What follows belongs to an exercise in optimizing a design on an open flow for small area and a short achievable clock period; a production flow would make more cautious choices. At most, simulation tests tie the RTL to the original design; equivalence was not proved. For run 3, only the layout was checked, not whether the RTL still works. Power is estimated from default activity; no workload was simulated.

### config.mk
export PLATFORM = sky130hd
export DESIGN_NAME = PipelineCPU
export DESIGN_NICKNAME = PipelineCPU
export VERILOG_FILES = /design/flow/design.v
export SDC_FILE = /design/flow/constraint.sdc
export NUM_CORES = 4
export LEC_CHECK = 0
export CAP_MARGIN = 20
export CORE_MARGIN = 2
export CORE_UTILIZATION = 60
export CTS_CLUSTER_DIAMETER = 60
export CTS_CLUSTER_SIZE = 30
export PLACE_DENSITY = 0.72
export SLEW_MARGIN = 20
### standard.sh
#!/bin/bash
# synth_recipe.tcl (not shown) runs the flow's synth.tcl, then flattens the netlist and writes it again
# the make line also repeats each setting of config.mk as NAME=value (left out here)
make -C /OpenROAD-flow-scripts/flow DESIGN_CONFIG=/design/flow/config.mk WORK_HOME=/design/flow/orfs CLKGATE_MAP_FILE= SYNTH_SCRIPT=/design/flow/synth_recipe.tcl "${@:-finish}"
### constraint.sdc
create_clock -name core_clock -period 10.0 [get_ports {clk}]
set_input_delay 2.0000 -clock core_clock [delete_from_list [all_inputs] [get_ports {clk}]]
set_output_delay 2.0000 -clock core_clock [all_outputs]
set_load 0.01 [all_outputs]
### design.v
module PipelineCPU(
    input wire clk,
    input wire rst_n,
    output wire [31:0] imem_addr,
    input  wire [31:0] imem_rdata,
    output wire [31:0] dmem_addr,
    output wire [31:0] dmem_wdata,
    output wire        dmem_we,
    input  wire [31:0] dmem_rdata,
    output wire        wb_en,
    output wire [4:0]  wb_reg,
    output wire [31:0] wb_data
);
    localparam [3:0] A_ADD = 4'd0, A_SUB = 4'd1, A_AND = 4'd2, A_OR = 4'd3,
                     A_LTU = 4'd4, A_LT = 4'd5, A_SLL = 4'd6, A_XOR = 4'd7,
                     A_SRL = 4'd9, A_LUI = 4'd10, A_PASS = 4'd11;
    reg  [31:0] pc;
    reg  [31:0] noop_pc;             
    reg  [31:0] pc_id;               
    reg  [31:0] ins_raw;             
    reg         bub_q;               
    wire [31:0] ins_id = bub_q ? 32'hFC00_0000 : ins_raw;
    reg         r_sum, r_and, r_or, r_xor, r_ltu, r_lt, r_sh, r_lui, r_pass;
    reg         memwr_ex, regwr_ex, regdst_ex, wrback_ex;
    reg         sub_ex, shr_ex;          
    reg  [4:0]  shamt_ex;                
    reg         am_ex, aw_ex, ar_ex;     
    reg         bi_ex, bm_ex, bw_ex, br_ex;  
    reg  [31:0] rd1_ex, rd2_ex;
    reg  [15:0] imm_ex;              
    reg         immx_ex;             
    reg  [4:0]  rt_ex;
    reg         memwr_mem, regwr_mem, wrback_mem;
    reg  [31:0] alu_mem, wdata_mem;
    reg  [4:0]  wreg_mem;
    reg         regwr_wb;
    reg  [4:0]  wreg_wb;
    reg  [31:0] wdata_wb;
    reg  [31:0] rf [1:31];
    reg  [31:1] rf_valid;
    integer     k;
    wire        rf_we = regwr_wb & (wreg_wb != 5'd0);
    genvar g;
    generate
        for (g = 1; g < 32; g = g + 1) begin : regs
            always @(posedge clk)
                if (rf_we && wreg_wb == g) rf[g] <= wdata_wb;
        end
    endgenerate
    always @(posedge clk or negedge rst_n)
        if (!rst_n) rf_valid <= 31'd0;
        else if (rf_we) rf_valid[wreg_wb] <= 1'b1;
    wire [5:0]  op   = ins_id[31:26];
    wire [4:0]  rs   = ins_id[25:21];
    wire [4:0]  rt   = ins_id[20:16];
    wire [5:0]  func = ins_id[5:0];
    wire [15:0] imm  = ins_id[15:0];
    reg  [31:1] sel1_q, sel2_q;
    wire [31:0] sel1 = {sel1_q, 1'b0};
    wire [31:0] sel2 = {sel2_q, 1'b0};
    reg [31:0] rd1, rd2;
    always @(*) begin
        rd1 = 32'd0;
        rd2 = 32'd0;
        for (k = 1; k < 32; k = k + 1) begin
            rd1 = rd1 | ({32{sel1[k]}} & rf[k]);
            rd2 = rd2 | ({32{sel2[k]}} & rf[k]);
        end
    end
    wire op_r    = (op == 6'b000000);
    wire op_beq  = (op == 6'b000100);
    wire op_bne  = (op == 6'b000101);
    wire op_bz   = (op == 6'b000001);    
    wire op_bgtz = (op == 6'b000111);
    wire op_blez = (op == 6'b000110);
    wire op_j    = (op == 6'b000010) | (op == 6'b000011);
    wire op_noop = (op == 6'b111111);
    wire f_jr    = (func == 6'b001000);
    reg [3:0] aluc;
    always @(*) begin
        case (op)
            6'b000000:
                case (func)
                    6'b100010, 6'b100011: aluc = A_SUB;
                    6'b100100: aluc = A_AND;
                    6'b100110: aluc = A_XOR;
                    6'b100101: aluc = A_OR;
                    6'b000000, 6'b000100: aluc = A_SLL;
                    6'b101010: aluc = A_LT;
                    6'b101011: aluc = A_LTU;
                    6'b000110, 6'b000011, 6'b000111, 6'b000010: aluc = A_SRL;
                    default: aluc = A_ADD;
                endcase
            6'b001100: aluc = A_AND;
            6'b001101: aluc = A_OR;
            6'b001010: aluc = A_LT;
            6'b001011: aluc = A_LTU;
            6'b001110: aluc = A_XOR;
            6'b000100, 6'b000101: aluc = A_SUB;
            6'b000001, 6'b000111, 6'b000110: aluc = A_PASS;
            6'b001111: aluc = A_LUI;
            default: aluc = A_ADD;
        endcase
    end
    wire srca = op_r & (func == 6'b000000 || func == 6'b000011 || func == 6'b000010);
    wire is_shift = op_r & (func == 6'b000000 || func == 6'b000100 || func == 6'b000110 ||
                            func == 6'b000011 || func == 6'b000111 || func == 6'b000010);
    reg srcb, regdst, exts, memwr, regwr;
    always @(*) begin
        case (op)
            6'b001000, 6'b001001, 6'b001010, 6'b001011, 6'b001101, 6'b001111,
            6'b001110, 6'b101011, 6'b100011, 6'b101000, 6'b100000, 6'b111111:
                srcb = 1'b1;
            default: srcb = 1'b0;
        endcase
        case (op)
            6'b001001, 6'b001010, 6'b001011, 6'b111111, 6'b100011, 6'b100000,
            6'b001000, 6'b001101, 6'b001100, 6'b001110, 6'b001111:
                regdst = 1'b0;
            default: regdst = 1'b1;
        endcase
        case (op)
            6'b001101, 6'b001100, 6'b001110: exts = 1'b0;
            default: exts = 1'b1;
        endcase
        memwr = (op == 6'b101011) | (op == 6'b101000);
        case (op)
            6'b101011, 6'b101000, 6'b000100, 6'b000101, 6'b000111, 6'b000001,
            6'b000110, 6'b000010, 6'b000011: regwr = 1'b0;
            6'b000000: regwr = ~f_jr;
            default: regwr = 1'b1;
        endcase
    end
    wire wrback = (op == 6'b100011) | (op == 6'b100000);
    wire fwd_ad = (rs != 5'd0) & (rs == wreg_mem) & regwr_mem;
    wire fwd_bd = (rt != 5'd0) & (rt == wreg_mem) & regwr_mem;
    wire e_rr = (rd1 == rd2);
    wire e_mr = (alu_mem == rd2);
    wire e_rm = (rd1 == alu_mem);
    wire eq   = fwd_ad ? (fwd_bd | e_mr) : (fwd_bd ? e_rm : e_rr);
    wire az   = fwd_ad ? (alu_mem == 32'd0) : (rd1 == 32'd0);
    wire sgn  = fwd_ad ? alu_mem[31] : rd1[31];
    reg taken;
    always @(*) begin
        taken = 1'b0;
        if (op_beq)  taken = eq;
        if (op_bne)  taken = ~eq;
        if (op_bgtz) taken = ~sgn & ~az;
        if (op_bz)   taken = (rt == 5'd1) ? ~sgn : sgn;
        if (op_blez) taken = sgn | ~az;
    end
    wire is_jump   = op_j | (op_r & f_jr);
    wire [4:0] wreg_ex = regdst_ex ? imm_ex[15:11] : rt_ex;
    wire lwstall = ((rs == rt_ex) | (rt == rt_ex)) & wrback_ex;
    wire bhaz = (regwr_ex & ((wreg_ex == rs) | (wreg_ex == rt))) |
                (regwr_mem & ((wreg_mem == rs) | (wreg_mem == rt)));
    wire stall_t = lwstall | bhaz;                  
    wire stall_n = lwstall | (is_jump & bhaz);      
    wire [31:0] pc4     = pc + 32'd4;
    wire [31:0] ext     = {{16{exts & imm[15]}}, imm};
    wire [31:0] pc_br   = pc_id + {ext[29:0], 2'b00};
    wire [31:0] pc_jump = f_jr ? rd1 : {pc_id[31:28], ins_id[25:0], 2'b00};
    wire [31:0] next_n  = is_jump ? pc_jump : op_noop ? noop_pc : pc4;
    wire [31:0] next_pc = taken ? pc_br : next_n;
    wire [31:0] pc_t    = stall_t ? pc : pc_br;
    wire [31:0] pc_n    = stall_n ? pc : next_n;
    always @(posedge clk) noop_pc <= next_pc;
    always @(posedge clk or negedge rst_n)
        if (!rst_n) pc <= 32'd0;
        else pc <= taken ? pc_t : pc_n;
    wire [4:0]  rs_n  = stall_n ? rs : imem_rdata[25:21];
    wire [4:0]  rt_n  = stall_n ? rt : imem_rdata[20:16];
    wire        sel_ok = ~is_jump;
    reg  [31:1] sel1_n, sel2_n;
    always @(*)
        for (k = 1; k < 32; k = k + 1) begin
            sel1_n[k] = sel_ok & (rs_n == k) & (rf_valid[k] | (rf_we & (wreg_wb == k)));
            sel2_n[k] = sel_ok & (rt_n == k) & (rf_valid[k] | (rf_we & (wreg_wb == k)));
        end
    always @(posedge clk or negedge rst_n)
        if (!rst_n) begin
            sel1_q <= 31'd0;
            sel2_q <= 31'd0;
        end else begin
            sel1_q <= sel1_n;
            sel2_q <= sel2_n;
        end
    always @(posedge clk or negedge rst_n)
        if (!rst_n) begin
            ins_raw <= 32'd0;
            bub_q   <= 1'b0;
        end else begin
            if (!stall_n) ins_raw <= imem_rdata;
            bub_q <= taken | is_jump | (stall_n & bub_q);
        end
    always @(posedge clk) if (!stall_n) pc_id <= pc4;
    always @(posedge clk) begin
        imm_ex <= imm; immx_ex <= exts & imm[15];
    end
    wire ctl_t = ~stall_t;
    wire ctl_n = ~stall_n;
    wire ctl_ok = taken ? ctl_t : ctl_n;
    wire srca_k = srca & ctl_n;              
    wire srcb_k = srcb & ctl_n;
    wire fam = (rs != 5'd0) & (rs == wreg_ex)  & regwr_ex;
    wire faw = (rs != 5'd0) & (rs == wreg_mem) & regwr_mem;
    wire fbm = (rt != 5'd0) & (rt == wreg_ex)  & regwr_ex;
    wire fbw = (rt != 5'd0) & (rt == wreg_mem) & regwr_mem;
    wire [3:0] aluc_k = ctl_ok ? aluc : 4'd0;
    always @(posedge clk or negedge rst_n)
        if (!rst_n) begin
            r_sum <= 1'b1; r_and <= 1'b0; r_or <= 1'b0; r_xor <= 1'b0; r_ltu <= 1'b0;
            r_lt <= 1'b0; r_sh <= 1'b0; r_lui <= 1'b0; r_pass <= 1'b0;
            ar_ex <= 1'b1; br_ex <= 1'b1;
            memwr_ex <= 1'b0; sub_ex <= 1'b0; shr_ex <= 1'b0;
            regwr_ex <= 1'b0; regdst_ex <= 1'b0; wrback_ex <= 1'b0;
            am_ex <= 1'b0; aw_ex <= 1'b0; bi_ex <= 1'b0; bm_ex <= 1'b0; bw_ex <= 1'b0;
            rd1_ex <= 32'd0; rd2_ex <= 32'd0; rt_ex <= 5'd0; shamt_ex <= 5'd0;
        end else begin
            rd1_ex <= bub_q ? 32'd0 : srca_k ? {27'd0, imm[10:6]} : rd1;
            rd2_ex <= bub_q ? 32'd0 : rd2;
            shamt_ex <= ~is_shift ? 5'd0 : srca_k ? imm[10:6] : rd1[4:0];
            rt_ex <= rt;
            am_ex <= ~srca_k & fam;
            aw_ex <= ~srca_k & ~fam & faw;
            ar_ex <= srca_k | (~fam & ~faw);
            bi_ex <= srcb_k;
            bm_ex <= ~srcb_k & fbm;
            bw_ex <= ~srcb_k & ~fbm & fbw;
            br_ex <= ~srcb_k & ~fbm & ~fbw;
            r_and  <= (aluc_k == A_AND);
            r_or   <= (aluc_k == A_OR);
            r_xor  <= (aluc_k == A_XOR);
            r_ltu  <= (aluc_k == A_LTU);
            r_lt   <= (aluc_k == A_LT);
            r_sh   <= (aluc_k == A_SLL) | (aluc_k == A_SRL);
            r_lui  <= (aluc_k == A_LUI);
            r_pass <= (aluc_k == A_PASS);
            r_sum  <= (aluc_k == A_ADD) | (aluc_k == A_SUB);
            sub_ex   <= (aluc_k == A_SUB) | (aluc_k == A_LT) | (aluc_k == A_LTU);
            shr_ex   <= (aluc_k == A_SRL);
            memwr_ex <= ctl_ok & memwr;
            regwr_ex <= ctl_ok & regwr;
            regdst_ex <= ctl_ok & regdst;
            wrback_ex <= ctl_ok & wrback;
        end
    wire [31:0] a = ({32{am_ex}} & alu_mem) | ({32{aw_ex}} & wdata_wb) |
                    ({32{ar_ex}} & rd1_ex);
    wire [31:0] b = ({32{bi_ex}} & {{16{immx_ex}}, imm_ex}) | ({32{bm_ex}} & alu_mem) |
                    ({32{bw_ex}} & wdata_wb) | ({32{br_ex}} & rd2_ex);
    wire        sub  = sub_ex;
    wire [32:0] sum  = {1'b0, a} + {1'b0, b ^ {32{sub}}} + {32'd0, sub};
    wire        ltu  = ~sum[32];
    wire        lt   = (a[31] ^ b[31]) ? a[31] : sum[31];
    wire        big  = |a[31:5];
    wire        shr_op = shr_ex;
    reg  [31:0] b_rev, sh_rev;
    wire [31:0] sh_in  = shr_op ? b_rev : b;
    wire [4:0]  sh_amt = am_ex ? alu_mem[4:0] : aw_ex ? wdata_wb[4:0] : shamt_ex;
    wire [31:0] sh_l   = sh_in << sh_amt;
    always @(*)
        for (k = 0; k < 32; k = k + 1) begin
            b_rev[k]  = b[31-k];
            sh_rev[k] = sh_l[31-k];
        end
    wire [31:0] sh_res = big ? 32'd0 : (shr_op ? sh_rev : sh_l);
    wire [31:0] alu_out = ({32{r_sum}} & sum[31:0]) | ({32{r_and}} & (a & b)) |
                          ({32{r_or}} & (a | b)) | ({32{r_xor}} & (a ^ b)) |
                          {31'd0, (r_ltu & ltu) | (r_lt & lt)} |
                          ({32{r_sh}} & sh_res) | ({32{r_lui}} & {b[15:0], 16'd0}) |
                          ({32{r_pass}} & a);
    always @(posedge clk or negedge rst_n)
        if (!rst_n) begin
            memwr_mem <= 1'b0; regwr_mem <= 1'b0; wrback_mem <= 1'b0;
            alu_mem <= 32'd0; wdata_mem <= 32'd0; wreg_mem <= 5'd0;
        end else begin
            memwr_mem <= memwr_ex; regwr_mem <= regwr_ex; wrback_mem <= wrback_ex;
            alu_mem <= alu_out; wdata_mem <= rd2_ex; wreg_mem <= wreg_ex;
        end
    always @(posedge clk or negedge rst_n)
        if (!rst_n) begin
            regwr_wb <= 1'b0; wreg_wb <= 5'd0; wdata_wb <= 32'd0;
        end else begin
            regwr_wb <= regwr_mem; wreg_wb <= wreg_mem;
            wdata_wb <= wrback_mem ? dmem_rdata : alu_mem;
        end
    assign imem_addr  = pc;
    assign dmem_addr  = alu_mem;
    assign dmem_wdata = wdata_mem;
    assign dmem_we    = memwr_mem;
    assign wb_en      = regwr_wb;
    assign wb_reg     = wreg_wb;
    assign wb_data    = wdata_wb;
endmodule
### flow/run.sh
#!/bin/bash
set -euo pipefail
bash standard.sh SETUP_SLACK_MARGIN=5.5 \
    "BUFFER_PORTS_ARGS=-buffer_cell sky130_fd_sc_hd__buf_1" finish > flow_make.log 2>&1
==> results.yml, run 1 <==
run_status:
  outcome: "timing/DRC/antenna clean"
synth:
  synth_cell_type_count: 81
  async_flop_share: 0.253
  synth_area_per_cell_um2: 12.6
  synth_ff_type: "edfxtp_1"
  yosys_warnings: 2
  synth_seq_cells: 1437
  netlist_area_um2: 67800
  synthesis.nets: 5615
  syn_inst: 5406
  seq_area_frac_synth: 0.602
  synth_edf_count: 1024
setup_path:
  endpoint_kind: "flop"
  crit_chain: "buf_8 -> buf_8 -> a22o_1 -> a221oi_2 -> nand3_1 -> or4_4 -> a222oi_1 -> nand4_1 -> a211oi_2 -> nand4_1 -> nor4_4 -> or3_4 -> a41oi_4 -> buf_6 -> buf_6 -> buf_12 -> buf_16 -> mux2i_4 -> mux2_4"
  critPathBufInv: 6
  cp_slowest_stage_delay_ns: 0.70
  critical_path_class: "reg -> reg"
  crit_family: "simple AND/OR/NAND/NOR gates"
  cp_data_required_time_ns: 10.64
  critPathSlowestCell: "or4_4"
  critPathMaxFanout: 8
  start_kind: "flop"
  cp.arrival_ns: 5.75
sta:
  worst_pin_slew_ns: 1.16
  setup_viol: 0
  timing.slew.headroom: 0.223
  slew_violations: 0
  max_freq_ghz: 0.196
  report.final.hold_viol_count: 0
  setup_ws_ns: 4.89
  finClkSkew_ns: 0.0606
  setup_tns_ns: 0
  period_share: 0.511
  rsz0062_at_grt: "yes"
  fin_crit_ns: 5.11
die:
  start_util: 0.604
  die_y_um: 340
  core_area_um2: 112000
  dieArea_um2: 116000
  ioPinCount: 201
  num_rows: 123
  die_width_um: 340
drt:
  drtPass1Iterations: 15
  vias: 59700
  viasPerCell: 8.24
  drtIter0Drc: 15900
  wirelength_mm: 308
  drc_errors: 0
  ant_nets: 0
  post_drt_wl_per_cell_um: 42.5
grt:
  grt_max_degree: 148
  track_usage: 0.510
  grt_pass1_wl_mm: 413
  antenna_found_initial: 10
  gr-total-overflow: 0
  grt_pass1_vias: 54400
cts:
  cts_tree: "yes"
  insertion_delay_ns: 0.79
  htree_levels: 3
  cts_max_path_buffers: 3
  clkSinkCount: 1437
  cts_buffers: 106
  clkSlewWorstSetupHoldPaths_ns: 0.10
  hold_buffers: 0
  root_buffer: "clkbuf_16"
finish:
  area.growth.synth_to_final_pct: 14.3
  drive_gt1_frac: 0.152
  final_net_count: 5841
place:
  dp_slack_ns: 3.81
  dp.final_hpwl_mm: 170
  routabilityCongestion: 1.03
  placement.io_buffers: 200
power:
  power_density_nw_per_um2: 247
  ir_worst_vdd_mv: 0.211
  leakagePower_nw: 28.3
worst_hold_path:
  hold_path.class: "reg -> reg"
run:
  max_cap_viol_count: 0
-- per-layer routing --
layer,wire length (µm),track usage
met5,711,0.0147
met3,62600,0.274
met2,115000,0.661
met4,30900,0.335
met1,98900,0.655
-- per-stage QoR --
step / total power [mW] / area (µm²) / utilization / hold WS, ns / cells
after floorplan: 11.3 / 67900 / - / 0.331 / 5406
after global placement: 13.5 / 70800 / 0.630 / 0.365 / 6924
after detailed placement: 13.5 / 70800 / 0.630 / 0.370 / 6924
after CTS: 18.4 / 76200 / 0.678 / 0.388 / 7178
after global routing: 19.6 / 77500 / 0.690 / 0.398 / 7226
final: 19.1 / 77500 / 0.690 / 0.388 / 7242
-- where the power goes --
group          switching (mW)  internal [mW]  total, mW  leakage, nW
combinational            3.79           1.92       5.71         12.1
sequential              0.871           7.66       8.53         14.4
clock                    2.65           2.26       4.91         1.93
-- cells by family (layout without fill, tap and decap cells) --
group                      after synthesis  in the layout  share of synthesized area
muxes                                  284            284                     0.0495
AOI/OAI and AO/OA                     1641           1641                      0.180
DFF                                   1437           1437                      0.602
other                                    0             17                          0
xor gates and xnor gates               192            192                     0.0248
and+or+nand+nor                       1229           1232                     0.0904
buffers and inverters                  480            796                     0.0272
adders and majority gates              143            143                     0.0266
-- layout make-up --
cell class,instances,area (µm²)
diodes,17,42.5
clock buffers,109,2690
clock inverters,92,1350
fillers,7909,34800
inverters,125,473
multi-input cells,3492,26400
flip-flops and latches,1437,41000
well taps,1500,1880
repair buffers,470,3770
-- placed cells by master, fill, tap and decap left out, types with 20 or more instances in the layout --
cell type and n:
a21oi_1 112, a221oi_1 135, a222oi_1 73, a22o_1 128, a22oi_1 745, a31oi_1 20, and2_1 52, buf_1 199
buf_12 28, buf_4 165, buf_6 47, clkbuf_16 112, dfrtp_1 289, dfrtp_2 62, dfxtp_1 49, edfxtp_1 1024
ha_1 140, inv_1 122, inv_12 21, mux2_2 72, mux2_4 37, mux2i_1 127, mux4_2 30, nand2_1 334
nand3_1 159, nand4_1 166, nor2_1 158, nor2_4 31, nor2b_1 27, nor3_1 94, nor4_1 37, o211ai_1 20
o21ai_0 192, o21bai_1 43, or3_1 20, or4_4 29, xnor2_1 104, xor2_1 88
-- Yosys cell counts (25+ instances only) --
master	n	area, µm²
dfrtp_1	361	9030
mux2_2	84	946
mux2_1	27	304
mux2i_1	143	1430
nor2_1	193	724
buf_1	84	315
clkbuf_1	261	980
a22o_1	128	1120
nor3_1	110	551
nor4_1	48	300
edfxtp_1	1024	30700
o21ai_0	196	981
a22oi_1	747	5610
a21oi_1	115	576
or4_1	38	285
o21bai_1	44	330
mux4_2	30	676
or3_1	25	156
nor2b_1	29	181
a222oi_1	73	731
nand4_1	166	1040
nand2_1	340	1280
inv_1	124	465
nand3_1	161	806
a221oi_1	138	1210
ha_1	141	1760
xor2_1	88	771
dfxtp_1	49	981
and2_1	52	325
xnor2_1	104	911
-- registers in the layout (all words and copies together), names as in the netlist, 5 cells and up --
name       flops
wreg_mem       5
noop_pc       32
sel2_q        31
pc_id         32
wdata_mem     32
pc            32
ins_raw       32
rd1_ex        32
rf_valid      31
wdata_wb      32
sel1_q        31
imm_ex        16
alu_mem       32
rt_ex          5
rf           992
shamt_ex       5
rd2_ex        32
wreg_wb        5
-- timing repair --
action / CTS / global route
pin swaps: 30 / 34
gates cloned: 15 / 5
endpoints found under the setup margin: 237 / 193
setup buffers: 38 / 41
gates resized for setup: 156 / 193
-- worst register-to-register path, stage by stage, from the launching register on --
cell      delay (ns)
dfrtp_2         0.44
buf_8           0.16
buf_8           0.15
a22o_1          0.26
a221oi_2        0.22
nand3_1         0.10
or4_4           0.70
a222oi_1        0.38
nand4_1         0.21
a211oi_2        0.30
nand4_1         0.30
nor4_4          0.36
or3_4           0.20
a41oi_4         0.15
buf_6           0.16
buf_6           0.11
buf_12          0.14
buf_16          0.17
mux2i_4         0.20
mux2_4          0.29
-- worst paths after layout --
| check | start | end | slack, ns | depth (start not counted) |
|---|---|---|---|---|
| max in group asynchronous | rst_n | bub_q$_DFF_PN0_ | 6.56 | 3 |
| worst min-delay path | rd2_ex[18]$_DFF_PN0_ | wdata_mem[18]$_DFF_PN0_ | 0.39 | 0 |
| worst min register to register | rd2_ex[18]$_DFF_PN0_ | wdata_mem[18]$_DFF_PN0_ | 0.39 | 0 |
| worst max-delay path | sel1_q[1]$_DFF_PN0_ | pc[12]$_DFFE_PN0P_ | 4.89 | 19 |
| min in group asynchronous | rst_n | wdata_mem[23]$_DFF_PN0_ | 1.31 | 1 |
| worst max register to register | sel1_q[1]$_DFF_PN0_ | pc[12]$_DFFE_PN0P_ | 4.89 | 19 |
==> inputs of run 2 (changes only) <==
==> run.sh (new file) <==
#!/bin/bash
# synth_recipe.tcl (not shown) runs the flow's synth.tcl, then flattens the netlist and writes it again
# the make line also repeats each setting of config.mk as NAME=value (left out here)
make -C /OpenROAD-flow-scripts/flow DESIGN_CONFIG=/design/flow/config.mk WORK_HOME=/design/flow/orfs CLKGATE_MAP_FILE= SYNTH_SCRIPT=/design/flow/synth_recipe.tcl finish
--- a/config.mk
+++ b/config.mk
@@ -8,7 +8,8 @@
 export CAP_MARGIN = 20
 export CORE_MARGIN = 2
-export CORE_UTILIZATION = 60
+export CORE_UTILIZATION = 50
 export CTS_CLUSTER_DIAMETER = 60
 export CTS_CLUSTER_SIZE = 30
-export PLACE_DENSITY = 0.72
+export PLACE_DENSITY = 0.65
+export SETUP_SLACK_MARGIN = 5
 export SLEW_MARGIN = 20
removed: flow/run.sh
removed: standard.sh
==> run 2 against run 1 <==
  * Cell area is 0.90% higher
  * Register-to-register slack lost 0.19 ns
  * Combinational power rose by 3%
  * Core utilization decreased by 11 points
  * Global-route usage is 6.8 points lower
  * Setup slack worse by 0.19 ns
  * First-iteration DRC count down 9.8%
  * Area after synthesis is the same
==> results.yml, run 2 <==
run_status:
  outcome: "timing/DRC/antenna clean"
drt:
  ant_nets: 0
  drtPass1Iterations: 13
  drc_errors: 0
  viasPerCell: 7.76
  wirelength_mm: 315
  vias: 58300
  drtIter0Drc: 14300
  post_drt_wl_per_cell_um: 42.0
setup_path:
  critPathMaxFanout: 32
  crit_chain: "buf_4 -> a22oi_1 -> nand4_1 -> or4_4 -> a222oi_1 -> nand4_1 -> a211oi_2 -> nand4_1 -> nor4_4 -> or3_4 -> a41oi_4 -> buf_12 -> a21oi_4 -> buf_12 -> clkbuf_16 -> mux2_4"
  critical_path_class: "reg -> reg"
  cp_slowest_stage_delay_ns: 0.67
  start_kind: "flop"
  cp_data_required_time_ns: 10.65
  cp.arrival_ns: 5.95
  endpoint_kind: "flop"
  critPathSlowestCell: "or4_4"
  cpMostUsedCell: "nand4_1"
power:
  finalPower_mw: 19.3
  leakagePower_nw: 28.7
  power_density_nw_per_um2: 246
  ir_worst_vdd_mv: 0.197
cts:
  insertion_delay_ns: 0.80
  cts_buffers: 109
  clkSlewWorstSetupHoldPaths_ns: 0.08
  cts_tree: "yes"
  root_buffer: "clkbuf_16"
  cts_max_path_buffers: 3
  htree_levels: 3
  clkSinkCount: 1437
sta:
  finClkSkew_ns: 0.0875
  period_share: 0.530
  max_freq_ghz: 0.189
  rsz0062_at_grt: "yes"
  timing.slew.headroom: 0.224
  slew_violations: 0
  hold_ws_ns: 0.395
  setup_viol: 0
  report.final.hold_viol_count: 0
  worst_pin_slew_ns: 1.16
  fin_crit_ns: 5.30
  setup_tns_ns: 0
  setup_ws_ns: 4.70
die:
  core_area_um2: 135000
  die_width_um: 372
  ioPinCount: 201
  start_util: 0.502
  dieArea_um2: 139000
  num_rows: 135
  die_y_um: 372
finish:
  final_net_count: 5826
  final_core_util: 0.579
  area.growth.synth_to_final_pct: 15.3
  largest-register: "rf"
  fill_cells: 10900
  multiInputGateArea_um2: 26000
  drive_gt1_frac: 0.139
  fin_cells: 7504
  largest_reg_flops: 992
  seq_area_um2: 41000
  fin_area_um2: 78200
  final_common_cell: "edfxtp_1"
  mostFrequentLayoutCells: "edfxtp_1 (1024), a22oi_1 (746), nand2_1 (339), dfrtp_1 (293), clkdlybuf4s50_1 (199)"
synth:
  synth.area.top_cells: "edfxtp_1 (45%), dfrtp_1 (13%), a22oi_1 (8.3%)"
  synth_ff_type: "edfxtp_1"
  yosys_warnings: 2
  seq_area_frac_synth: 0.602
  yosysMostFrequentCell: "edfxtp_1"
  synth_seq_cells: 1437
  synth_top_area_frac: 0.453
  synth_cell_type_count: 81
  syn_inst: 5406
  synth_area_per_cell_um2: 12.6
  synthTopCellsByCount: "edfxtp_1 (1024), a22oi_1 (747), dfrtp_1 (361)"
  synthesis.nets: 5615
  async_flop_share: 0.253
  synth_top_area_cell: "edfxtp_1"
  synth_edf_count: 1024
  netlist_area_um2: 67800
grt:
  gr-total-overflow: 0
  use_met2: 0.583
  grt_pass1_vias: 54100
  grt_pass1_wl_mm: 424
  track_usage: 0.442
  top_usage_layer: "met1"
  grt_use_met3: 0.212
  grt_max_degree: 155
  grt_use_met1: 0.584
  antenna_found_initial: 9
worst_hold_path:
  hold_path.class: "reg -> reg"
run:
  max_cap_viol_count: 0
place:
  dp_slack_ns: 3.50
  placement.io_buffers: 200
  dp.final_hpwl_mm: 178
  routabilityCongestion: 0.997
  placed_area_um2: 72400
  dpl.cell_count: 7208
[run 2: cell counts after synthesis]
Identical to the previous run, type by type.
[run 2: repair_timing]
| item | 4_1_cts | 5_1_grt |
|---|---|---|
| resized for setup | 103 | 111 |
| hold buffers | 0 | 0 |
| buffers inserted | 47 | 19 |
| cloned | 7 | 5 |
| setup endpoints to repair | 135 | 115 |
| hold endpoints to repair | 0 | 0 |
| pin swaps | 13 | 30 |
[run 2: cell type report]
type / instances / area share
clock buffers: 116 / 0.0360
repair buffers: 453 / 0.0580
clock inverters: 92 / 0.0158
inverters: 125 / 0.00605
multi-input cells: 3491 / 0.332
flip-flops and latches: 1437 / 0.524
diodes: 9 / 0.000288
well taps: 1781 / 0.0285
[run 2: power by group]
part	switching [mW]	total (mW)	internal, mW	leakage, nW
registers	0.798	8.46	7.66	14.4
clock network	2.59	4.91	2.33	1.95
logic	3.78	5.90	2.12	12.4
[run 2: cell families (layout without fill, tap and decap cells)]
logic type | Yosys count | in the layout | synth area share
and+or+nand+nor | 1229 | 1231 | 0.0904
muxes | 284 | 284 | 0.0495
buffers and inverters | 480 | 786 | 0.0272
xor gates and xnor gates | 192 | 192 | 0.0248
AOI/OAI and AO/OA | 1641 | 1641 | 0.180
adders and majority gates | 143 | 143 | 0.0266
DFF | 1437 | 1437 | 0.602
other | 0 | 9 | 0
[run 2: per-layer routing]
| metal | routed length [µm] | part of all wire |
|---|---|---|
| met1 | 110000 | 0.35 |
| met4 | 26300 | 0.084 |
| met3 | 58500 | 0.19 |
| met5 | 141 | 0.00045 |
| met2 | 120000 | 0.38 |
[run 2: worst paths after layout]
path                                            from                 endpoint  slack, ns  cells after the start
max in group asynchronous                      rst_n     wreg_wb[0]$_DFF_PN0_       7.24                      2
min in group asynchronous                      rst_n     rd1_ex[19]$_DFF_PN0_       1.27                      1
worst max-delay path            sel1_q[19]$_DFF_PN0_        pc[9]$_DFFE_PN0P_       4.70                     16
worst min register to register  rd2_ex[26]$_DFF_PN0_  wdata_mem[26]$_DFF_PN0_       0.40                      0
worst min-delay path            rd2_ex[26]$_DFF_PN0_  wdata_mem[26]$_DFF_PN0_       0.40                      0
worst max register to register  sel1_q[19]$_DFF_PN0_        pc[9]$_DFFE_PN0P_       4.70                     16
[run 2: critical path: cells and delay by family (launching register included)]
kind	cells	cell delay [ns]
AO/OA/AOI/OAI	5	1.54
AND/OR/NAND/NOR	6	1.91
multiplexers	1	0.30
buffers and inverters	4	0.94
flip-flops	1	0.39
==> inputs of run 3 (changes only) <==
--- a/design.v
+++ b/design.v
@@ -18,13 +18,10 @@
     reg  [31:0] noop_pc;             
     reg  [31:0] pc_id;               
-    reg  [31:0] ins_raw;             
-    reg         bub_q;               
-    wire [31:0] ins_id = bub_q ? 32'hFC00_0000 : ins_raw;
-    reg         r_sum, r_and, r_or, r_xor, r_ltu, r_lt, r_sh, r_lui, r_pass;
+    reg  [31:0] ins_id;
+    reg  [3:0]  aluc_ex;
     reg         memwr_ex, regwr_ex, regdst_ex, wrback_ex;
     reg         sub_ex, shr_ex;          
-    reg  [4:0]  shamt_ex;                
-    reg         am_ex, aw_ex, ar_ex;     
-    reg         bi_ex, bm_ex, bw_ex, br_ex;  
+    reg         am_ex, aw_ex;            
+    reg         bi_ex, bm_ex, bw_ex;     
     reg  [31:0] rd1_ex, rd2_ex;
     reg  [15:0] imm_ex;              
@@ -104,6 +101,4 @@
     end
     wire srca = op_r & (func == 6'b000000 || func == 6'b000011 || func == 6'b000010);
-    wire is_shift = op_r & (func == 6'b000000 || func == 6'b000100 || func == 6'b000110 ||
-                            func == 6'b000011 || func == 6'b000111 || func == 6'b000010);
     reg srcb, regdst, exts, memwr, regwr;
     always @(*) begin
@@ -135,10 +130,9 @@
     wire fwd_ad = (rs != 5'd0) & (rs == wreg_mem) & regwr_mem;
     wire fwd_bd = (rt != 5'd0) & (rt == wreg_mem) & regwr_mem;
-    wire e_rr = (rd1 == rd2);
-    wire e_mr = (alu_mem == rd2);
-    wire e_rm = (rd1 == alu_mem);
-    wire eq   = fwd_ad ? (fwd_bd | e_mr) : (fwd_bd ? e_rm : e_rr);
-    wire az   = fwd_ad ? (alu_mem == 32'd0) : (rd1 == 32'd0);
-    wire sgn  = fwd_ad ? alu_mem[31] : rd1[31];
+    wire [31:0] ba = fwd_ad ? alu_mem : rd1;
+    wire [31:0] bb = fwd_bd ? alu_mem : rd2;
+    wire eq   = (ba == bb);
+    wire az   = (ba == 32'd0);
+    wire sgn  = ba[31];
     reg taken;
     always @(*) begin
@@ -169,4 +163,5 @@
         if (!rst_n) pc <= 32'd0;
         else pc <= taken ? pc_t : pc_n;
+    wire [31:0] ins_n = is_jump ? 32'hFC00_0000 : stall_n ? ins_id : imem_rdata;
     wire [4:0]  rs_n  = stall_n ? rs : imem_rdata[25:21];
     wire [4:0]  rt_n  = stall_n ? rt : imem_rdata[20:16];
@@ -183,15 +178,10 @@
             sel2_q <= 31'd0;
         end else begin
-            sel1_q <= sel1_n;
-            sel2_q <= sel2_n;
-        end
-    always @(posedge clk or negedge rst_n)
-        if (!rst_n) begin
-            ins_raw <= 32'd0;
-            bub_q   <= 1'b0;
-        end else begin
-            if (!stall_n) ins_raw <= imem_rdata;
-            bub_q <= taken | is_jump | (stall_n & bub_q);
-        end
+            sel1_q <= taken ? 31'd0 : sel1_n;
+            sel2_q <= taken ? 31'd0 : sel2_n;
+        end
+    always @(posedge clk or negedge rst_n)
+        if (!rst_n) ins_id <= 32'd0;
+        else ins_id <= taken ? 32'hFC00_0000 : ins_n;
     always @(posedge clk) if (!stall_n) pc_id <= pc4;
     always @(posedge clk) begin
@@ -210,32 +200,17 @@
     always @(posedge clk or negedge rst_n)
         if (!rst_n) begin
-            r_sum <= 1'b1; r_and <= 1'b0; r_or <= 1'b0; r_xor <= 1'b0; r_ltu <= 1'b0;
-            r_lt <= 1'b0; r_sh <= 1'b0; r_lui <= 1'b0; r_pass <= 1'b0;
-            ar_ex <= 1'b1; br_ex <= 1'b1;
-            memwr_ex <= 1'b0; sub_ex <= 1'b0; shr_ex <= 1'b0;
+            aluc_ex <= 4'd0; memwr_ex <= 1'b0; sub_ex <= 1'b0; shr_ex <= 1'b0;
             regwr_ex <= 1'b0; regdst_ex <= 1'b0; wrback_ex <= 1'b0;
             am_ex <= 1'b0; aw_ex <= 1'b0; bi_ex <= 1'b0; bm_ex <= 1'b0; bw_ex <= 1'b0;
-            rd1_ex <= 32'd0; rd2_ex <= 32'd0; rt_ex <= 5'd0; shamt_ex <= 5'd0;
-        end else begin
-            rd1_ex <= bub_q ? 32'd0 : srca_k ? {27'd0, imm[10:6]} : rd1;
-            rd2_ex <= bub_q ? 32'd0 : rd2;
-            shamt_ex <= ~is_shift ? 5'd0 : srca_k ? imm[10:6] : rd1[4:0];
-            rt_ex <= rt;
+            rd1_ex <= 32'd0; rd2_ex <= 32'd0; rt_ex <= 5'd0;
+        end else begin
+            rd1_ex <= srca_k ? {27'd0, imm[10:6]} : rd1;
+            rd2_ex <= rd2; rt_ex <= rt;
             am_ex <= ~srca_k & fam;
             aw_ex <= ~srca_k & ~fam & faw;
-            ar_ex <= srca_k | (~fam & ~faw);
             bi_ex <= srcb_k;
             bm_ex <= ~srcb_k & fbm;
             bw_ex <= ~srcb_k & ~fbm & fbw;
-            br_ex <= ~srcb_k & ~fbm & ~fbw;
-            r_and  <= (aluc_k == A_AND);
-            r_or   <= (aluc_k == A_OR);
-            r_xor  <= (aluc_k == A_XOR);
-            r_ltu  <= (aluc_k == A_LTU);
-            r_lt   <= (aluc_k == A_LT);
-            r_sh   <= (aluc_k == A_SLL) | (aluc_k == A_SRL);
-            r_lui  <= (aluc_k == A_LUI);
-            r_pass <= (aluc_k == A_PASS);
-            r_sum  <= (aluc_k == A_ADD) | (aluc_k == A_SUB);
+            aluc_ex  <= aluc_k;
             sub_ex   <= (aluc_k == A_SUB) | (aluc_k == A_LT) | (aluc_k == A_LTU);
             shr_ex   <= (aluc_k == A_SRL);
@@ -245,4 +220,6 @@
             wrback_ex <= ctl_ok & wrback;
         end
+    wire ar_ex = ~(am_ex | aw_ex);
+    wire br_ex = ~(bi_ex | bm_ex | bw_ex);
     wire [31:0] a = ({32{am_ex}} & alu_mem) | ({32{aw_ex}} & wdata_wb) |
                     ({32{ar_ex}} & rd1_ex);
@@ -257,6 +234,5 @@
     reg  [31:0] b_rev, sh_rev;
     wire [31:0] sh_in  = shr_op ? b_rev : b;
-    wire [4:0]  sh_amt = am_ex ? alu_mem[4:0] : aw_ex ? wdata_wb[4:0] : shamt_ex;
-    wire [31:0] sh_l   = sh_in << sh_amt;
+    wire [31:0] sh_l   = sh_in << a[4:0];
     always @(*)
         for (k = 0; k < 32; k = k + 1) begin
@@ -265,9 +241,19 @@
         end
     wire [31:0] sh_res = big ? 32'd0 : (shr_op ? sh_rev : sh_l);
-    wire [31:0] alu_out = ({32{r_sum}} & sum[31:0]) | ({32{r_and}} & (a & b)) |
-                          ({32{r_or}} & (a | b)) | ({32{r_xor}} & (a ^ b)) |
-                          {31'd0, (r_ltu & ltu) | (r_lt & lt)} |
-                          ({32{r_sh}} & sh_res) | ({32{r_lui}} & {b[15:0], 16'd0}) |
-                          ({32{r_pass}} & a);
+    reg [31:0] alu_out;
+    always @(*) begin
+        case (aluc_ex)
+            A_AND:  alu_out = a & b;
+            A_OR:   alu_out = a | b;
+            A_LTU:  alu_out = {31'd0, ltu};
+            A_LT:   alu_out = {31'd0, lt};
+            A_SLL:  alu_out = sh_res;
+            A_XOR:  alu_out = a ^ b;
+            A_SRL:  alu_out = sh_res;
+            A_LUI:  alu_out = {b[15:0], 16'd0};
+            A_PASS: alu_out = a;
+            default: alu_out = sum[31:0];
+        endcase
+    end
     always @(posedge clk or negedge rst_n)
         if (!rst_n) begin
==> run 3 against run 2 <==
  * Area after synthesis rose by 0.58%
  * Critical endpoint is now pc[6]$_DFFE_PN0P_
  * Still clean on timing, DRC and antenna
  * Non-clock buffer count decreased by 32
  * Setup slack better by 0.21 ns
  * Register-to-register slack better by 0.21 ns
  * Count of clock-buffer cells in the layout up 7
  * First-iteration DRC count is 2.6% lower
==> results.yml, run 3 <==
setup_path:
  cp.arrival_ns: 5.71
  cp_slowest_stage_delay_ns: 0.66
  crit_family: "simple AND/OR/NAND/NOR gates"
  start_kind: "flop"
  reg2reg_depth: 16
  r2r_start: "sel1_q[13]$_DFF_PN0_"
  critical_path_class: "reg -> reg"
  rr_endpoint: "pc[6]$_DFFE_PN0P_"
  critPathSlowestCell: "or4_4"
  cp_data_required_time_ns: 10.62
  endpoint_kind: "flop"
  crit_chain: "buf_4 -> buf_12 -> a22o_1 -> a221oi_2 -> nand3_1 -> or4_4 -> o22ai_2 -> nor2_1 -> o21ai_1 -> nand4_1 -> or4_1 -> or4_4 -> mux2_4 -> o31ai_4 -> buf_6 -> o221ai_1"
  cpMostUsedCell: "or4_4"
  critPathMaxFanout: 20
  r2r_setup_slack_ns: 4.91
  critPathBufInv: 3
grt:
  gr-total-overflow: 0
  grt_use_met3: 0.195
  use_met2: 0.574
  track_usage: 0.436
  grt_pass1_wl_mm: 427
  antenna_found_initial: 11
  top_usage_layer: "met1"
  grt_pass1_vias: 54500
  grt_max_degree: 138
  grt_use_met1: 0.583
die:
  dieArea_um2: 139000
  num_rows: 135
  core_area_um2: 135000
  die_y_um: 373
  start_util: 0.504
  die_width_um: 373
  ioPinCount: 201
place:
  routabilityCongestion: 1.01
  placement.io_buffers: 200
  dp_slack_ns: 3.41
  dp.final_hpwl_mm: 177
finish:
  final_common_cell: "edfxtp_1"
  drive_gt1_frac: 0.139
  mostFrequentLayoutCells: "edfxtp_1 (1024), a22oi_1 (738), dfrtp_1 (279), nand2_1 (229), clkdlybuf4s50_1 (199)"
  largest-register: "rf"
  final_net_count: 5800
  final_core_util: 0.575
  largest_reg_flops: 992
  area.growth.synth_to_final_pct: 14.2
synth:
  synth_edf_count: 1024
  synth_seq_cells: 1424
  synth.area.top_cells: "edfxtp_1 (45%), dfrtp_1 (13%), a22oi_1 (8.1%)"
  syn_inst: 5494
  yosysMostFrequentCell: "edfxtp_1"
  netlist_area_um2: 68200
  synthesis.nets: 5703
  async_flop_share: 0.246
  synth_cell_type_count: 86
  synth_ff_type: "edfxtp_1"
  synth_top_area_frac: 0.451
  synthTopCellsByCount: "edfxtp_1 (1024), a22oi_1 (739), dfrtp_1 (351)"
  synth_top_area_cell: "edfxtp_1"
  synth_area_per_cell_um2: 12.4
  seq_area_frac_synth: 0.594
  yosys_warnings: 2
sta:
  fin_crit_ns: 5.09
  hold_ws_ns: 0.398
  setup_viol: 0
  rsz0062_at_grt: "yes"
  slew_violations: 0
  setup_tns_ns: 0
  timing.slew.headroom: 0.170
  finClkSkew_ns: 0.0858
  report.final.hold_viol_count: 0
  setup_ws_ns: 4.91
  worst_pin_slew_ns: 1.24
  period_share: 0.509
  max_freq_ghz: 0.196
drt:
  drtIter0Drc: 13900
  wirelength_mm: 316
  vias: 58900
  ant_nets: 0
  drc_errors: 0
  post_drt_wl_per_cell_um: 42.2
  drtPass1Iterations: 11
  viasPerCell: 7.88
power:
  finalPower_mw: 20.6
  leakagePower_nw: 27.8
  ir_worst_vdd_mv: 0.163
  power_density_nw_per_um2: 264
cts:
  clkSlewWorstSetupHoldPaths_ns: 0.08
  cts_buffers: 116
  insertion_delay_ns: 0.80
  hold_buffers: 0
  cts_tree: "yes"
  root_buffer: "clkbuf_16"
  clkSinkCount: 1424
  cts_max_path_buffers: 3
  htree_levels: 3
worst_hold_path:
  hp-start: "wrback_ex$_DFF_PN0_"
  hold_path_depth: 0
  min_to: "wrback_mem$_DFF_PN0_"
  hold_path.class: "reg -> reg"
run_status:
  outcome: "timing/DRC/antenna clean"
run:
  max_cap_viol_count: 0
## run 3: cell families after synthesis
logic type	count (synthesis)	synth area share
AND/OR/NAND/NOR	1192	0.0920
flip-flops	1424	0.594
adder cells (fa/ha/maj)	143	0.0264
buffers and inverters	566	0.0331
AO/OA/AOI/OAI	1783	0.195
XOR/XNOR	188	0.0241
multiplexers	198	0.0359
## run 3: layer usage
metal / routed length (µm) / share of wire
met2: 121000 / 0.38
met3: 59000 / 0.19
met4: 25900 / 0.082
met5: 93 / 0.00029
met1: 110000 / 0.35
## run 3: final cells by class
class,count,area [µm²]
multi-input cells,3505,26100
well taps,1781,2230
fillers,11000,57500
clock buffers,123,2990
flip-flops and latches,1424,40600
repair inverters,1,7.51
clock inverters,97,1330
inverters,122,462
diodes,8,20.0
repair buffers,421,4150
## run 3: worst reg2reg max path, cell delays in order, from the launching register on
cell and delay [ns]:
dfrtp_4 0.59, buf_4 0.19, buf_12 0.14, a22o_1 0.22, a221oi_2 0.19, nand3_1 0.14, or4_4 0.66, o22ai_2 0.20
nor2_1 0.06, o21ai_1 0.14, nand4_1 0.19, or4_1 0.44, or4_4 0.61, mux2_4 0.46, o31ai_4 0.30, buf_6 0.24
o221ai_1 0.14
## run 3: power by group
part | switching (mW) | total, mW | internal, mW
clock network | 2.62 | 5.17 | 2.56
logic | 4.39 | 6.79 | 2.40
registers | 0.938 | 8.65 | 7.71
total | 7.94 | 20.6 | 12.7
## run 3: how the worst max path moves through the flow
stage,from,to,cells past startpoint
after detailed placement,sel1_q[23]$_DFF_PN0_,sel2_q[16]$_DFF_PN0_,15
final,sel1_q[13]$_DFF_PN0_,pc[6]$_DFFE_PN0P_,16
after floorplan,sel1_q[16]$_DFF_PN0_,pc[31]$_DFFE_PN0P_,15
after global routing,sel1_q[13]$_DFF_PN0_,ins_id[9]$_DFFE_PN0P_,18
after global placement,sel1_q[23]$_DFF_PN0_,sel1_q[14]$_DFF_PN0_,15
after CTS,sel1_q[14]$_DFF_PN0_,pc[15]$_DFFE_PN0P_,13
## run 3: timing repair
item | in CTS | in global routing
pin swaps | 6 | 18
endpoints found under the hold margin | 0 | 0
endpoints found under the setup margin | 180 | 180
setup buffers | 19 | 30
gates resized for setup | 105 | 99
gates cloned | 3 | 1
## run 3: per-stage QoR
| stage | cell area (µm²) | cells |
|---|---|---|
| after global routing | 77900 | 7475 |
| after floorplan | 68200 | 5494 |
| final | 77900 | 7482 |
| after CTS | 77300 | 7443 |
| after detailed placement | 72300 | 7201 |
| after global placement | 72300 | 7201 |

## separate check: timing with driven ports
The flow's constraints put no driver on any port. The routed layouts listed below were extracted and timed again, unchanged, in two steps.
Step 1 assumes that a clkbuf_16 drives the clock port and a buf_2 every other input.
Step 2 times the ports against the registers' clock, not the clock port: input delays grow and output delays shrink by t, the midpoint of the rising clock arrivals with the driver on.
Slacks: ideal / step 1 / step 2; pairs: ideal / step 1.
run	t (ns)	setup slack, ns	worst setup path at the end	clock arrival spread, ns	worst data-port slew with drivers (ns)
run 1	0.845	4.889 / 4.889 / 4.889	register to register	0.063 / 0.062	0.07
run 2	0.843	4.695 / 4.695 / 4.695	register to register	0.091 / 0.090	0.07
run 3	0.848	4.906 / 4.906 / 4.906	register to register	0.088 / 0.089	0.07
After both steps setup and hold are still met in every run listed.
